Context: an optimization exercise on an open-source flow, tuned for small area. The choices shown serve that exercise and are no tape-out recipe.
Where RTL was checked, it was by simulation tests only, not by an equivalence proof against the original.
The RTL of run 2 was laid out without a check of its function.
No driver is modelled on the clock port, so clock power and skew are understated where the tree is cut down; a real chip needs a root buffer or a tree.
Power and IR drop assume default switching activity.

File: design.v
`timescale 1ns / 1ps
module project1(
    input clk,
    input rst,
    input [3:0] sedbec_in,
    input [4:0] noise1,
    input start,
    input [15:0] freq,
    output reg [3:0] data_o,
    output reg error1bit,
    output error2bit,
    output errorparity,
    output reg done
);
    reg [7:0] lo, hi;
    reg cy;
    wire [8:0] cl, chh;
    wire [7:0] sl, sh;
    assign cl[0] = 1'b0;
    assign chh[0] = cy;
    genvar i;
    generate
        for (i = 0; i < 8; i = i + 1) begin : add
            assign sl[i] = lo[i] ^ freq[i] ^ cl[i];
            assign cl[i+1] = (lo[i] & freq[i]) | (cl[i] & (lo[i] ^ freq[i]));
            assign sh[i] = hi[i] ^ freq[8+i] ^ chh[i];
            assign chh[i+1] = (hi[i] & freq[8+i]) | (chh[i] & (hi[i] ^ freq[8+i]));
        end
    endgenerate
    always @(posedge clk or posedge rst)
        if (rst) begin
            lo <= 8'd0;
            hi <= 8'd0;
            cy <= 1'b0;
        end else begin
            lo <= sl;
            hi <= sh;
            cy <= cl[8];
        end
    wire [3:0] top = hi[7:4] + {3'd0, cy & (&hi[3:0])};
    reg above;
    always @(posedge clk)
        above <= ~top[3] & (|top[2:0]);
    wire p1 = sedbec_in[0]^sedbec_in[1]^sedbec_in[3];
    wire p2 = sedbec_in[0]^sedbec_in[2]^sedbec_in[3];
    wire p4 = sedbec_in[1]^sedbec_in[2]^sedbec_in[3];
    wire [6:0] code = {sedbec_in[3:1], p4, sedbec_in[0], p2, p1};
    wire par = ^code;
    reg [6:0] nz;
    always @(*) begin
        case (noise1[2:0])
            3'd1: nz = {noise1[3], 6'b000001};
            3'd2: nz = {noise1[3], 6'b000010};
            3'd3: nz = {noise1[3], 6'b000100};
            3'd4: nz = {noise1[3], 6'b001000};
            3'd5: nz = {noise1[3], 6'b010000};
            3'd6: nz = {noise1[3], 6'b100000};
            3'd7: nz = {6'b100000, noise1[3]};
            default: nz = {noise1[3], 6'b000000};
        endcase
    end
    wire [7:0] tx = {par, code} ^ {noise1[4], nz};
    reg run;
    reg [7:0] t;
    always @(posedge clk or posedge rst)
        if (rst) begin
            run <= 1'b0;
            done <= 1'b0;
        end else if (run) begin
            if (t == 8'd3) begin
                run <= 1'b0;
                done <= 1'b1;
            end
        end else if (done) begin
            if (!start) done <= 1'b0;
        end else if (start) begin
            run <= 1'b1;
        end
    always @(posedge clk)
        t <= run ? t + 8'd1 : 8'd126;
    wire clr = ~t[7] & t[6];
    wire cnt = t[7] & above;
    reg [5:0] nc [0:7];
    wire [7:0] rx;
    genvar k;
    generate
        for (k = 0; k < 8; k = k + 1) begin : ch
            wire [5:0] c = ~nc[k];
            wire sat = c[5] & c[0];
            always @(posedge clk)
                if (clr)
                    nc[k] <= 6'h3f;
                else if (cnt & tx[k] & ~sat)
                    nc[k] <= nc[k] - 6'd1;
            assign rx[k] = sat;
        end
    endgenerate
    wire s1 = rx[0]^rx[2]^rx[4]^rx[6];
    wire s2 = rx[1]^rx[2]^rx[5]^rx[6];
    wire s4 = rx[3]^rx[4]^rx[5]^rx[6];
    wire [2:0] syn = {s4, s2, s1};
    wire [6:0] fix = (syn == 3'd0) ? 7'd0 : (7'd1 << (syn - 3'd1));
    wire [6:0] cor = rx[6:0] ^ fix;
    wire opar = ^rx;
    wire e1 = (syn != 3'd0);
    reg opar_q;
    always @(posedge clk or posedge rst)
        if (rst) begin
            data_o <= 4'd0;
            error1bit <= 1'b0;
            opar_q <= 1'b0;
        end else if (run && t == 8'd1) begin
            data_o <= {cor[6:4], cor[2]};
            error1bit <= e1;
            opar_q <= opar;
        end
    assign error2bit = error1bit & ~opar_q;
    assign errorparity = ~error1bit & opar_q;
endmodule
File: flow/run.sh
#!/bin/bash
# Layout flow:
# 1. the standard synthesis;
# 2. its combinational logic re-mapped by ABC for area, in rounds (each
#    keeps the smallest result of a few ABC scripts). Registers, full adders and the
#    registers' names stay as the standard synthesis made them; full adders
#    whose three inputs are all inverted are flipped first (fa_pol.py);
# 3. the standard layout with buf_1 port buffers and, after CTS, a
#    smaller clock tree (cts_post.tcl: one inverter driving two to five
#    inverters, each driving an equal share of the flip-flops).
# Each step's output goes to its own log file here.
set -euo pipefail
W=$(pwd)
R=$W/orfs/results/$FLOW_PLATFORM/project1/base
LIB=$(ls $FLOW_HOME/platforms/$FLOW_PLATFORM/lib/sky130_fd_sc_hd__tt_025C_1v80.lib)
YOSYS=$(command -v yosys || echo $FLOW_HOME/../tools/install/yosys/bin/yosys)

# 1. standard synthesis
bash standard.sh synth > 1_standard_synth.log 2>&1
cp $R/1_2_yosys.v $W/1_standard.v

# 2. re-map the combinational logic for area
python3 $W/flow/fa_pol.py $W/1_standard.v $W/1_fapol.v > 2_fapol.log 2>&1
# Rounds of re-mapping: each round runs a few ABC scripts on the current
# netlist and keeps the smallest result; rounds stop when one gains less
# than 1 um2 (at most 6 rounds).
cp $W/1_fapol.v $W/1_reopt.v
cur_area=1e9
for round in 1 2 3 4 5 6; do
  best=""; best_area=""
  for S in $W/flow/area*.abc; do
    n=r${round}_$(basename $S .abc)
    cat > $W/reopt_$n.ys <<EOT
read_liberty -ignore_miss_func -overwrite $LIB
read_verilog $W/1_reopt.v
hierarchy -top $FLOW_TOP
setattr -mod -set keep_hierarchy 1 sky130_fd_sc_hd__df* sky130_fd_sc_hd__fa_1 sky130_fd_sc_hd__conb_1
flatten
opt_clean
abc -liberty $LIB -dont_use sky130_fd_sc_hd__lpflow_* -dont_use sky130_fd_sc_hd__probe* -script $S
opt_clean -purge
tee -o $W/2_reopt_$n.stat stat -liberty $LIB
delete sky130_fd_sc_hd__*
write_verilog -noattr -noexpr $W/1_reopt_$n.v
EOT
    $YOSYS -s $W/reopt_$n.ys > 2_reopt_$n.log 2>&1
    a=$(grep "Chip area for top module" $W/2_reopt_$n.stat | awk '{print $NF}')
    echo "$n $a" >> 2_reopt_areas.log
    if [[ -z "$best" ]] || python3 -c "import sys; sys.exit(0 if $a < $best_area else 1)"; then
      best=$n; best_area=$a
    fi
  done
  if python3 -c "import sys; sys.exit(0 if $best_area < $cur_area - 1 else 1)"; then
    echo "round $round: kept $best $best_area" >> 2_reopt_areas.log
    cp $W/1_reopt_$best.v $W/1_reopt.v
    cur_area=$best_area
  else
    echo "round $round: no gain, stop" >> 2_reopt_areas.log
    break
  fi
done
cp $W/1_reopt.v $R/1_2_yosys.v
rm -f $R/1_synth.odb $R/1_synth.sdc
bash standard.sh synth > 3_synth_odb.log 2>&1

# 3. layout
export POST_CTS_TCL=$W/flow/cts_post.tcl
export CLKTREE_SLEW_PS=115
export CLKTREE_CONFIGS="sky130_fd_sc_hd__inv_4:sky130_fd_sc_hd__inv_12:2 sky130_fd_sc_hd__inv_4:sky130_fd_sc_hd__inv_16:2 sky130_fd_sc_hd__inv_4:sky130_fd_sc_hd__inv_12:3 sky130_fd_sc_hd__inv_6:sky130_fd_sc_hd__inv_16:3 sky130_fd_sc_hd__inv_8:sky130_fd_sc_hd__inv_16:4 sky130_fd_sc_hd__inv_8:sky130_fd_sc_hd__inv_16:5"
export CTS_ARGS="-sink_clustering_enable -repair_clock_nets -dont_use_dummy_load -sink_clustering_size 40 -sink_clustering_max_diameter 200 -buf_list {sky130_fd_sc_hd__clkbuf_4 sky130_fd_sc_hd__clkbuf_8}"
bash standard.sh "BUFFER_PORTS_ARGS=-buffer_cell sky130_fd_sc_hd__buf_1" finish > 4_layout.log 2>&1
File: flow/area1.abc
strash
dch -f
amap
mfs2
strash
dch -f
amap
mfs2
strash
dch -f
amap
mfs2
strash
dch -f
amap
mfs2
strash
dch -f
amap
mfs2
strash
dch -f
amap
mfs2
strash
dch -f
amap
mfs2
strash
dch -f
amap
mfs2
strash
dch -f
amap
mfs2
strash
dch -f
amap
mfs2
strash
strash
dch -f
amap
topo
File: flow/area2.abc
strash
dch -f
amap
mfs2
strash
dch -f
amap
mfs2
strash
dch -f
amap
mfs2
strash
dch -f
amap
mfs2
strash
dch -f
amap
mfs2
strash
dch -f
amap
mfs2
strash
strash
dch -f
amap
topo
File: flow/area3.abc
strash
dch -f
amap
mfs2
strash
dch -f
amap
mfs2
strash
dch -f
amap
mfs2
strash
dch -f
amap
topo
File: flow/area4.abc
strash
&get -n
&st
&dch -f
&nf -a
&put
mfs2
strash
dch -f
amap
mfs2
strash
&get -n
&st
&dch -f
&nf -a
&put
mfs2
strash
dch -f
amap
mfs2
strash
&get -n
&st
&dch -f
&nf -a
&put
mfs2
strash
dch -f
amap
mfs2
strash
&get -n
&st
&dch -f
&nf -a
&put
mfs2
strash
dch -f
amap
mfs2
strash
&get -n
&st
&dch -f
&nf -a
&put
mfs2
strash
dch -f
amap
mfs2
strash
&get -n
&st
&dch -f
&nf -a
&put
mfs2
strash
dch -f
amap
mfs2
strash
strash
dch -f
amap
topo
File: flow/cts_post.tcl
# Replace the clock tree that CTS built with a smaller one. The flip-flops
# are split into N groups of equal size by position (balanced k-means); each
# group hangs on one LEAF inverter placed at its centre, and one ROOT
# inverter, driven by the clock port, drives the N leaves, so every
# flip-flop sees the clock through two inverters. CLKTREE_CONFIGS lists
# "ROOT LEAF N" choices, smallest first; the first whose worst flip-flop
# clock-pin slew, estimated from the placement, is at most CLKTREE_SLEW_PS
# is kept.
set ::ct_block [ord::get_db_block]
set ::ct_db [ord::get_db]
set ::ct_clknet [$::ct_block findNet clk]
set block $::ct_block
set clknet $::ct_clknet
set limit [expr {$::env(CLKTREE_SLEW_PS) * 1e-3}]  ;# slews read in ns

# remove the CTS buffers; collect the flip-flop clock pins
set bufs {}
set sinks {}
foreach inst [$block getInsts] {
  if {[string match "clkbuf_*" [$inst getName]]} { lappend bufs $inst }
}
foreach b $bufs {
  set n [[$b findITerm X] getNet]
  foreach it [$n getITerms] {
    if {[lsearch -exact $bufs [$it getInst]] < 0 && [$it getIoType] == "INPUT"} { lappend sinks $it }
  }
}
foreach it [$clknet getITerms] {
  if {[lsearch -exact $bufs [$it getInst]] < 0 && [$it getIoType] == "INPUT"} { lappend sinks $it }
}
puts "manual clock tree: removing [llength $bufs] CTS buffers, [llength $sinks] sinks"
foreach b $bufs {
  set n [[$b findITerm X] getNet]
  foreach it [$b getITerms] { $it disconnect }
  odb::dbInst_destroy $b
  if {$n ne "NULL" && $n ne ""} { odb::dbNet_destroy $n }
}
foreach it $sinks {
  if {[[$it getMTerm] getName] ne "CLK"} { error "clock sink [[$it getInst] getName] is not a CLK pin" }
  $it disconnect
}

proc sink_points {sinks} {
  set pts {}
  foreach it $sinks {
    set bb [[$it getInst] getBBox]
    lappend pts [list [expr {([$bb xMin]+[$bb xMax])/2.0}] [expr {([$bb yMin]+[$bb yMax])/2.0}] $it]
  }
  return [lsort -real -index 0 $pts]
}

# balanced k-means: each group takes at most ceil(n/k) sinks; (sink, centre)
# pairs are taken in order of distance. Returns {assignment centres}.
proc balanced_groups {pts nbuf} {
  set np [llength $pts]
  set cents {}
  for {set k 0} {$k < $nbuf} {incr k} {
    set p [lindex $pts [expr {int(($k + 0.5) * $np / $nbuf)}]]
    lappend cents [list [lindex $p 0] [lindex $p 1]]
  }
  set cap [expr {int(ceil(double($np) / $nbuf))}]
  for {set iter 0} {$iter < 30} {incr iter} {
    set pairs {}
    set i 0
    foreach p $pts {
      for {set k 0} {$k < $nbuf} {incr k} {
        set c [lindex $cents $k]
        lappend pairs [list [expr {abs([lindex $p 0]-[lindex $c 0]) + abs([lindex $p 1]-[lindex $c 1])}] $i $k]
      }
      incr i
    }
    set pairs [lsort -real -index 0 $pairs]
    array unset own
    array unset fill
    for {set k 0} {$k < $nbuf} {incr k} { set fill($k) 0 }
    foreach pr $pairs {
      set i [lindex $pr 1]; set k [lindex $pr 2]
      if {[info exists own($i)] || $fill($k) >= $cap} continue
      set own($i) $k; incr fill($k)
    }
    set assign {}
    for {set i 0} {$i < $np} {incr i} { lappend assign $own($i) }
    set newc {}
    for {set k 0} {$k < $nbuf} {incr k} {
      set sx 0.0; set sy 0.0; set cnt 0
      foreach p $pts a $assign { if {$a == $k} { set sx [expr {$sx+[lindex $p 0]}]; set sy [expr {$sy+[lindex $p 1]}]; incr cnt } }
      if {$cnt > 0} { lappend newc [list [expr {$sx/$cnt}] [expr {$sy/$cnt}]] } else { lappend newc [lindex $cents $k] }
    }
    set cents $newc
  }
  return [list $assign $cents]
}

proc place_at {inst x y} {
  $inst setLocation [expr {int($x)}] [expr {int($y)}]
  $inst setPlacementStatus PLACED
  $inst setSourceType TIMING
}

# build the tree; returns the instances and nets it made
proc build_tree {root leaf nbuf sinks} {
  set block $::ct_block; set db $::ct_db; set clknet $::ct_clknet
  set made_i {}; set made_n {}
  set pts [sink_points $sinks]
  lassign [balanced_groups $pts $nbuf] assign cents
  set rnet [odb::dbNet_create $block "clknet_root"]
  $rnet setSigType CLOCK
  set rinst [odb::dbInst_create $block [$db findMaster $root] "clkbuf_root"]
  [$rinst findITerm A] connect $clknet
  [$rinst findITerm Y] connect $rnet
  lappend made_i $rinst; lappend made_n $rnet
  set rx 0.0; set ry 0.0
  for {set k 0} {$k < $nbuf} {incr k} {
    set net [odb::dbNet_create $block "clknet_leaf$k"]
    $net setSigType CLOCK
    set inst [odb::dbInst_create $block [$db findMaster $leaf] "clkbuf_leaf$k"]
    [$inst findITerm A] connect $rnet
    [$inst findITerm Y] connect $net
    lappend made_i $inst; lappend made_n $net
    set n 0
    foreach p $pts a $assign { if {$a == $k} { [lindex $p 2] connect $net; incr n } }
    set c [lindex $cents $k]
    place_at $inst [lindex $c 0] [lindex $c 1]
    set rx [expr {$rx + [lindex $c 0]}]; set ry [expr {$ry + [lindex $c 1]}]
    puts "  leaf $k: $n sinks"
  }
  place_at $rinst [expr {$rx/$nbuf}] [expr {$ry/$nbuf}]
  return [list $made_i $made_n]
}

proc tear_down {made sinks} {
  lassign $made insts nets
  foreach it $sinks { $it disconnect }
  foreach i $insts { foreach it [$i getITerms] { $it disconnect }; odb::dbInst_destroy $i }
  foreach n $nets { odb::dbNet_destroy $n }
}

proc worst_clk_slew {} {
  set worst 0
  foreach pin [all_registers -clock_pins -edge_triggered] {
    foreach rf {rise fall} {
      set s [get_property $pin slew_max_$rf]
      if {$s > $worst} { set worst $s }
    }
  }
  return $worst
}

set configs $::env(CLKTREE_CONFIGS)
set done 0
foreach cfg $configs {
  lassign [split $cfg ":"] root leaf nbuf
  puts "manual clock tree: trying root $root, $nbuf x $leaf"
  set made [build_tree $root $leaf $nbuf $sinks]
  detailed_placement
  estimate_parasitics -placement
  set w [worst_clk_slew]
  puts "manual clock tree: estimated worst clock-pin slew [expr {$w * 1e3}] ps"
  if {$w <= $limit || $cfg eq [lindex $configs end]} { set done 1; break }
  tear_down $made $sinks
}
check_placement -verbose
report_check_types -max_slew -max_capacitance -violators
File: flow/fa_pol.py
#!/usr/bin/env python3
"""Flip full adders whose three inputs are all inverted copies of other
nets: a full adder of the inverted inputs gives the inverted sum and carry,
so the adder is rewired to the un-inverted nets and inverters are put on
its two outputs (the re-mapping that follows removes the double
inversions). Reads and writes a flat structural Verilog netlist."""
import re, sys

src, dst = sys.argv[1], sys.argv[2]
text = open(src).read()
inst_re = re.compile(r'(\s*)(sky130_fd_sc_hd__\w+)\s+(\S+)\s*\((.*?)\);', re.S)
pin_re = re.compile(r'\.(\w+)\(([^()]*)\)')
cells = []
for m in inst_re.finditer(text):
    pins = {p: n.strip() for p, n in pin_re.findall(m.group(4))}
    cells.append([m, m.group(2), m.group(3), pins])
def w(net):
    return net + ' ' if net.startswith('\\') else net

inv_of = {}   # net -> net it is the inverse of
for m, t, n, pins in cells:
    if re.match(r'sky130_fd_sc_hd__(clk)?inv_\d+$', t):
        inv_of[pins['Y']] = pins['A']
new_cells = []
flipped = 0
repl = {}
k = 0
for idx, (m, t, n, pins) in enumerate(cells):
    if t == 'sky130_fd_sc_hd__fa_1' and all(pins[p] in inv_of for p in ('A', 'B', 'CIN')):
        old_s, old_c = pins['SUM'], pins['COUT']
        ns, nc = f'fapol_s{k}', f'fapol_c{k}'
        k += 1
        body = (f"  sky130_fd_sc_hd__fa_1 {n} (\n    .A({w(inv_of[pins['A']])}),\n    .B({w(inv_of[pins['B']])}),\n"
                f"    .CIN({w(inv_of[pins['CIN']])}),\n    .COUT({nc}),\n    .SUM({ns})\n  );\n"
                f"  sky130_fd_sc_hd__inv_1 fapol_is{k} (\n    .A({ns}),\n    .Y({w(old_s)})\n  );\n"
                f"  sky130_fd_sc_hd__inv_1 fapol_ic{k} (\n    .A({nc}),\n    .Y({w(old_c)})\n  );")
        repl[m.start()] = (m.end(), body, [ns, nc])
        flipped += 1
out = []
pos = 0
wires = []
for start in sorted(repl):
    end, body, w = repl[start]
    out.append(text[pos:start]); out.append('\n' + body); pos = end
    wires += w
out.append(text[pos:])
res = ''.join(out)
if wires:
    # declare the new wires after the module header
    hdr_end = res.index(';', res.index('module ')) + 1
    res = res[:hdr_end] + '\n' + ''.join(f'  wire {w};\n' for w in wires) + res[hdr_end:]
open(dst, 'w').write(res)
print(f'fa_pol: flipped {flipped} full adders')
File: standard.sh
#!/bin/bash
# synth_recipe.tcl (not shown) runs the flow's synth.tcl, then flattens the netlist and writes it again
# the make line also repeats each setting of config.mk as NAME=value (left out here)
make -C /OpenROAD-flow-scripts/flow DESIGN_CONFIG=/design/flow/config.mk WORK_HOME=/design/flow/orfs CLKGATE_MAP_FILE= SYNTH_SCRIPT=/design/flow/synth_recipe.tcl "${@:-finish}"
File: config.mk
export PLATFORM = sky130hd
export DESIGN_NAME = project1
export DESIGN_NICKNAME = project1
export VERILOG_FILES = /design/flow/design.v
export SDC_FILE = /design/flow/constraint.sdc
export NUM_CORES = 4
export LEC_CHECK = 0
export CAP_MARGIN = 20
export CORE_MARGIN = 2
export CORE_UTILIZATION = 65
export SLEW_MARGIN = 20
File: constraint.sdc
create_clock -name core_clock -period 5.0 [get_ports {clk}]
set_input_delay 1.0000 -clock core_clock [delete_from_list [all_inputs] [get_ports {clk}]]
set_output_delay 1.0000 -clock core_clock [all_outputs]
set_load 0.01 [all_outputs]
==> summary.txt, run 1 <==
- Result of the run: timing/DRC/antenna clean
- The initial utilization of the core area, before any placement, comes to 67.0%.
- Category of the worst setup path capture point: flip-flop
- Entering global routing, the biggest net connects 29 pins.
- Setup violations remaining at the end of the flow were counted as 0.
- Using the TritonRoute via totals, the vias-per-cell ratio works out to 5.39.
* Pwr Total: 1.62 mW
- The worst setup path is of the primary input to flip-flop kind.
* Sum of negative setup slack: 0 ns
- Worst min-delay path category: flip-flop to flip-flop
- Across the run, the number of max-cap violations was 0.
- DP HPWL: 4610 um
- CP Data Arrival Time: 4.27 ns
- Hold Slack: 0.468 ns
- Dividing total power by cell area gives a power density of 441 nW/um^2.
- After the first detailed-routing iteration, the DRC count stood at 149.
- The largest single stage delay on the critical path is 0.45 ns.
* Placement Cell Area: 3630 um^2
- The critical path goes through buf_1 > fa_1 > fa_1 > fa_1 > fa_1 > fa_1 > fa_1 > fa_1 > a21oi_1 > nor2_1 > a21oi_1.
* GPL Wtd Cong: 0.875
- Routed wire length per instance: 12.6 um
- Period Utilization, post-route: 82.5%
* Worst slack after detailed placement: 0.655 ns
- Power share of the combinational group: 27.0%
- Worst-skew pair later-pin latency: 0.21 ns
- 36 I/O pins were placed.
* Detailed-router iteration count before antenna repair: 4
- Synth Instances: 374
- Clock share of power: 15.2%
- Net switching is 36.2% of the power.
- After floorplanning, the core was sized to cover 5070 um^2.
- DIE HEIGHT: 76.3 um
- The number of antenna diodes in the final layout is 0.
* Post-synthesis average cell area: 9.09 um^2
- From left edge to right edge, the die measures 76.3 um.
- When the netlist entered floorplanning its net count stood at 416.
* Setup Skew: 0.00591 ns
- Highest achievable clock rate: 242 MHz
- The routed layout has 2,607 vias.
- Layout Cell Area excl Fill: 3680 um^2
* Crit path max-delay family: adder cells
- Switching power summed over all nets: 0.588 mW
- Yosys printed 2 warnings.
- Detailed-route wire length: 6100 um
- Final non-filler cell total: 484
- Actual slew at the worst max-slew pin: 0.861 ns
- In the final design database the tool counted 458 nets.
- Number of max-slew violations in the final report: 0
- Remaining DRCs: 0
- The number of global-route vias before repair was 2,632.
- Peak ir drop on the vdd network: 0.000278 V
- Cell internal power was estimated by the tool at 1.04 mW.
- The worst setup path is launched from a primary input.
* Global-route wire length before repair: 11,000 um
- Top fanout value on the critical path: 2
* Required time of the critical path: 5.14 ns
* Cell type with the highest occurrence count on the critical path: sky130_fd_sc_hd__fa_1
* Post-layout utilization of the core: 72.6%
* Mapped Area: 3400 um^2
- Clock tree synthesis found a total of 82 sinks.
* Layout cells sized above 1: 1.21%
- Across every metal layer, demand over resource in global routing totals 22.8%.
- Relative max-transition margin: 42.3%
- Clock-pin slew on the worst setup and hold paths: 0.10 ns
* Number of antenna violations at the first check in global routing: 0
* Final setup slack of the worst path: 0.873 ns
- Number of standard-cell rows in the floorplan: 26
- For this run the aggregate overflow at the end of global routing stands at 0.
- Period minus WS final: 4.13 ns
- Part of the total power dissipated in sequential elements: 57.8%
- Hold Violations, Final: 0
- Bufs and invs on worst path: 1
- Post-synthesis to final-layout area growth: 8.28%
* Die area: 5830 um^2
* RSZ-0062 raised after global routing: false
- Among all stages on the critical path, the largest delay is contributed by sky130_fd_sc_hd__fa_1.
* Antenna violation net count after detailed routing: 0
- Leakage component of the power: 1.34 nW
* IO Port Bufs: 35
- Counting tap cells, the placed design contains a total of 480 instances.
## power by group through the flow
| stage | registers, mW | clock network, mW | logic (mW) |
|---|---|---|---|
| floorplan | 0.930 | 0 | 0.301 |
| global placement | 0.947 | 0 | 0.406 |
| detailed placement | 0.953 | 0 | 0.444 |
| global route | 0.967 | 0.279 | 0.510 |
| finish | 0.939 | 0.246 | 0.439 |
## worst paths after layout
path                                  from         endpoint  slack [ns]  cells after the start
hold / removal             t[0]$_SDFF_PN0_  t[0]$_SDFF_PN0_        0.47                      1
max in group asynchronous              rst  hi[6]$_DFF_PP0_        3.78                      2
hold reg to reg            t[0]$_SDFF_PN0_  t[0]$_SDFF_PN0_        0.47                      1
min in group asynchronous              rst  lo[3]$_DFF_PP0_        0.82                      2
setup / recovery                   freq[8]  hi[7]$_DFF_PP0_        0.87                     11
setup reg to reg           hi[0]$_DFF_PP0_  hi[7]$_DFF_PP0_        1.36                     10
## per-layer routing
metal  vias to the layer above  share of wire [%]  track usage, %  wire length [um]
met2                        28                 49            40.3              3010
li1                       1358                  -               -                 -
met3                         8                3.3            3.55               199
met1                      1213                 46            30.2              2800
met5                         -                  0               0                 0
met4                         0                1.5            4.55                91
## area by class of cell
type                       instances  area (um^2)
clock inverter                     4         55.1
fill                             390         1390
inverter                          42          158
multi-input combinational        250         1480
sequential                        82         1770
tap                               70         87.6
timing repair buffer              36          139
## cells in the final DEF (no fill, tap or decap), types with 2 or more instances in the layout
master	count
sky130_fd_sc_hd__and3_1	2
sky130_fd_sc_hd__o22ai_1	3
sky130_fd_sc_hd__fa_1	14
sky130_fd_sc_hd__a211oi_1	3
sky130_fd_sc_hd__a2111oi_0	4
sky130_fd_sc_hd__buf_1	35
sky130_fd_sc_hd__o21ai_0	34
sky130_fd_sc_hd__nand3_1	8
sky130_fd_sc_hd__a21oi_1	22
sky130_fd_sc_hd__a31oi_1	2
sky130_fd_sc_hd__clkinv_1	42
sky130_fd_sc_hd__dfrtp_1	25
sky130_fd_sc_hd__nor3_1	8
sky130_fd_sc_hd__inv_12	3
sky130_fd_sc_hd__nand2_1	35
sky130_fd_sc_hd__o211ai_1	12
sky130_fd_sc_hd__o22a_1	5
sky130_fd_sc_hd__a211o_1	12
sky130_fd_sc_hd__dfxtp_1	57
sky130_fd_sc_hd__or2_0	4
sky130_fd_sc_hd__nor2_1	74
## worst register-to-register path, cell delays in order, from the launching register on
cell and delay, ns:
sky130_fd_sc_hd__dfrtp_1 0.43, sky130_fd_sc_hd__fa_1 0.43, sky130_fd_sc_hd__fa_1 0.41, sky130_fd_sc_hd__fa_1 0.39, sky130_fd_sc_hd__fa_1 0.39, sky130_fd_sc_hd__fa_1 0.39
sky130_fd_sc_hd__fa_1 0.39, sky130_fd_sc_hd__fa_1 0.39, sky130_fd_sc_hd__a21oi_1 0.19, sky130_fd_sc_hd__nor2_1 0.06, sky130_fd_sc_hd__a21oi_1 0.11
## sequential cells by signal, summed over array words and instances (netlist names)
register	flops
above	1
cy	1
data_o	4
done	1
error1bit	1
hi	8
lo	8
nc	48
opar_q	1
run	1
t	8
==> run 2: changes to the inputs <==
--- a/design.v
+++ b/design.v
@@ -97,10 +97,10 @@
     endgenerate
-    wire s1 = rx[0]^rx[2]^rx[4]^rx[6];
-    wire s2 = rx[1]^rx[2]^rx[5]^rx[6];
-    wire s4 = rx[3]^rx[4]^rx[5]^rx[6];
-    wire [2:0] syn = {s4, s2, s1};
-    wire [6:0] fix = (syn == 3'd0) ? 7'd0 : (7'd1 << (syn - 3'd1));
-    wire [6:0] cor = rx[6:0] ^ fix;
-    wire opar = ^rx;
-    wire e1 = (syn != 3'd0);
+    wire x56 = rx[5] ^ rx[6];
+    wire s1 = rx[0] ^ rx[2] ^ rx[4] ^ rx[6];
+    wire s2 = rx[1] ^ rx[2] ^ x56;
+    wire s4 = rx[3] ^ rx[4] ^ x56;
+    wire opar = s1 ^ rx[1] ^ rx[3] ^ rx[5] ^ rx[7];
+    wire e1 = s1 | s2 | s4;
+    wire [3:0] dcor = {rx[6] ^ (s4 & s2 & s1), rx[5] ^ (s4 & s2 & ~s1),
+                       rx[4] ^ (s4 & ~s2 & s1), rx[2] ^ (~s4 & s2 & s1)};
     reg opar_q;
@@ -112,3 +112,3 @@
         end else if (run && t == 8'd1) begin
-            data_o <= {cor[6:4], cor[2]};
+            data_o <= dcor;
             error1bit <= e1;
==> summary.txt, run 2 <==
- The flow ran to the end and the layout has no timing, DRC or antenna violations.
- Max Cap Violations: 0
- Post-synthesis to final-layout area growth: 8.29%
* Hold path startpoint: t[0]$_SDFF_PN0_
- Per report_power, the combinational group accounts for 26.4% of the total.
* Leakage component of the power: 1.35 nW
- At the worst endpoint, the required time is 5.13 ns.
* Layout cells sized above 1: 1.20%
- Layout Cell Area excl Fill: 3680 um^2
* Startpoint kind of the worst setup timing path: primary input
* Relative max-transition margin: 41.9%
- The detailed router finished its first iteration with 93 violations.
- Largest net degree at the start of global routing: 29
- Cells fill 72.5% of the core in the end.
- Sw Share: 36.2%
* Hold Slack: 0.466 ns
* Detailed-router iteration count before antenna repair: 4
* Vias per std cell: 5.26
- Int Pwr: 1.03 mW
* DIE HEIGHT: 76.3 um
- After the last flow step, the layout net total stands at 460.
- IO Port Bufs: 35
- Data arrives at the worst endpoint at 4.28 ns.
- Summing all flip-flop and latch instances after layout gives 1770 um^2.
* Routed wire length per instance: 12.0 um
* GPL Wtd Cong: 0.845
* Hold Violations, Final: 0
* Synth Instances: 376
* Overall track demand over capacity in global routing: 22.0%
- The worst register-to-register path begins at hi[0]$_DFF_PP0_.
* RSZ-0062 raised after global routing: false
* Post-synthesis average cell area: 9.03 um^2
- Ports: 36
* Wire length the detailed router placed on met1: 2810 um
- Highest achievable clock rate: 241 MHz
- The initial antenna violation count came to 0.
- For the pin with the worst max-slew slack, the measured transition is 0.866 ns.
* Num Clock Sinks: 82
- After detailed routing, the number of remaining DRC violations is 0.
- Mapped Area: 3400 um^2
* Met3 wire length: 105 um
- After layout, the minimum clock period comes to 4.15 ns.
* Highest-count cells in the layout ignoring fill and taps: sky130_fd_sc_hd__nor2_1, sky130_fd_sc_hd__dfxtp_1, sky130_fd_sc_hd__clkinv_1
- DP HPWL: 4330 um
- The worst hold path belongs to the class flip-flop to flip-flop.
- After clock tree synthesis, the clock-pin slew on the worst setup and hold paths is 0.10 ns.
* Detailed-route wire length: 5830 um
* Highest routed layer: met4
- Total area of multi-input combinational cells: 1480 um^2
* Number of global-route vias before repair: 2,499
- The clock reaches the later pin of the worst-skew pair after 0.21 ns.
- Largest Register: nc
- The critical path is of the primary input to flip-flop type.
* Most common library cell in the layout ignoring fill and taps: sky130_fd_sc_hd__nor2_1
- Dividing total power by cell area gives a power density of 438 nW/um^2.
- The number of slew-limit violations in the final report came to 0.
* Peak ir drop on the vdd network: 0.000298 V
- Global routing finished with a remaining overflow of 0.
- The routed design uses 2830 um of met2 wire.
- Clock share of power: 15.7%
* Ant. Diodes: 0
- Setup Skew: 0.00915 ns
- The floorplan step defined a die boundary enclosing 5820 um^2.
- Number of nets produced by synthesis: 418
* Die width: 76.3 um
- Initial Util: 66.9%
- Part of the total power dissipated in sequential elements: 58.0%
- Final setup violation count: 0
* Floorplan core area: 5070 um^2
- Launch point of the critical path: freq[8]
- Top fanout value on the critical path: 2
- Switching power summed over all nets: 0.583 mW
- Yosys printed 2 warnings.
- Placement Cell Area: 3620 um^2
- Category of the worst setup path capture point: flip-flop
- Antenna violation net count after detailed routing: 0
* Largest register FFs: 48
- After routing, the total negative slack on setup checks comes to 0 ns.
- After filler insertion, the fill cell instance count of the layout stands at 426.
- The detailed router placed 2,556 vias in this run.
- Global-route wire length before repair: 10,700 um
- Of the available clock period, the critical path in the final layout requires 83.0%.
* Number of standard-cell rows in the floorplan: 26
## run 2: cell count changes in the layout (fill, tap and decap cells not counted), sizes merged, moves of 3 or more
cell / change
o22ai: +3
nor2: +4
a21oi: -5
o21ai: +3
## run 2: power groups by stage
stage / combinational (mW) / sequential (mW) / clock, mW
5_1_grt: 0.498 / 0.961 / 0.289
3_5_place_dp: 0.429 / 0.949 / 0
3_3_place_gp: 0.397 / 0.944 / 0
2_1_floorplan: 0.295 / 0.926 / 0
6_report: 0.425 / 0.934 / 0.253
## run 2: critical path: stages
cell	delay [ns]
sky130_fd_sc_hd__buf_1	0.09
sky130_fd_sc_hd__fa_1	0.44
sky130_fd_sc_hd__fa_1	0.40
sky130_fd_sc_hd__fa_1	0.39
sky130_fd_sc_hd__fa_1	0.39
sky130_fd_sc_hd__fa_1	0.39
sky130_fd_sc_hd__fa_1	0.40
sky130_fd_sc_hd__fa_1	0.39
sky130_fd_sc_hd__a21oi_1	0.19
sky130_fd_sc_hd__nor2_1	0.06
sky130_fd_sc_hd__a21oi_1	0.14
## run 2: area by class of cell
| cell class | count | share of cell area [%] |
|---|---|---|
| timing repair buffer | 36 | 3.78 |
| inverter | 40 | 4.08 |
| clock inverter | 4 | 1.50 |
| tap | 70 | 2.38 |
| multi-input combinational | 254 | 40.2 |
| sequential | 82 | 48.0 |
## run 2: worst paths after layout
path                                         end  slack [ns]  depth (start not counted)
setup reg to reg                 hi[7]$_DFF_PP0_        1.34                         10
min in group asynchronous        lo[6]$_DFF_PP0_        0.81                          2
hold reg to reg                  t[0]$_SDFF_PN0_        0.47                          1
setup / recovery                 hi[7]$_DFF_PP0_        0.85                         11
hold / removal                   t[0]$_SDFF_PN0_        0.47                          1
max in group asynchronous  data_o[2]$_DFFE_PP0P_        3.77                          2
## run 2: stage by stage
step	cells	power, mW	setup slack [ns]
floorplan	376	1.22	0.906
global route	486	1.75	0.677
global placement	482	1.34	0.748
detailed placement	482	1.38	0.621
finish	486	1.61	0.851
## run 2: routing by layer
metal / track usage [%] / vias up
li1: - / 1375
met1: 30.0 / 1157
met2: 38.5 / 17
met3: 2.49 / 7
met4: 4.55 / 0
met5: 0 / -

## what the ideal ports hide
No port has a modelled driver above. Below, the same layouts with a new extraction and two added sets of constraints. Step 1 assumes that a clkbuf_16 drives the clock port and a buf_2 every other input. Step 2, shift: input delay + t, output delay - t, t = (earliest + latest rising clock arrival at the registers) / 2. This alone moves slack from input paths to output paths. a / b / c = no drivers / after step 1 / after step 2; a / b = the first two.
run | t, ns | setup WS [ns] | latest minus earliest clock arrival (ns) | worst slew at a driven data input, ns
run 1 | 0.241 | 0.873 / 0.886 / 0.645 | 0.007 / 0.007 | 0.04
run 2 | 0.247 | 0.851 / 0.866 / 0.619 | 0.010 / 0.010 | 0.03
After both steps every run listed still meets setup and hold. For run 2, which loses most, drivers alone change the setup slack by +0.015 ns; drivers and shift together by -0.232 ns.
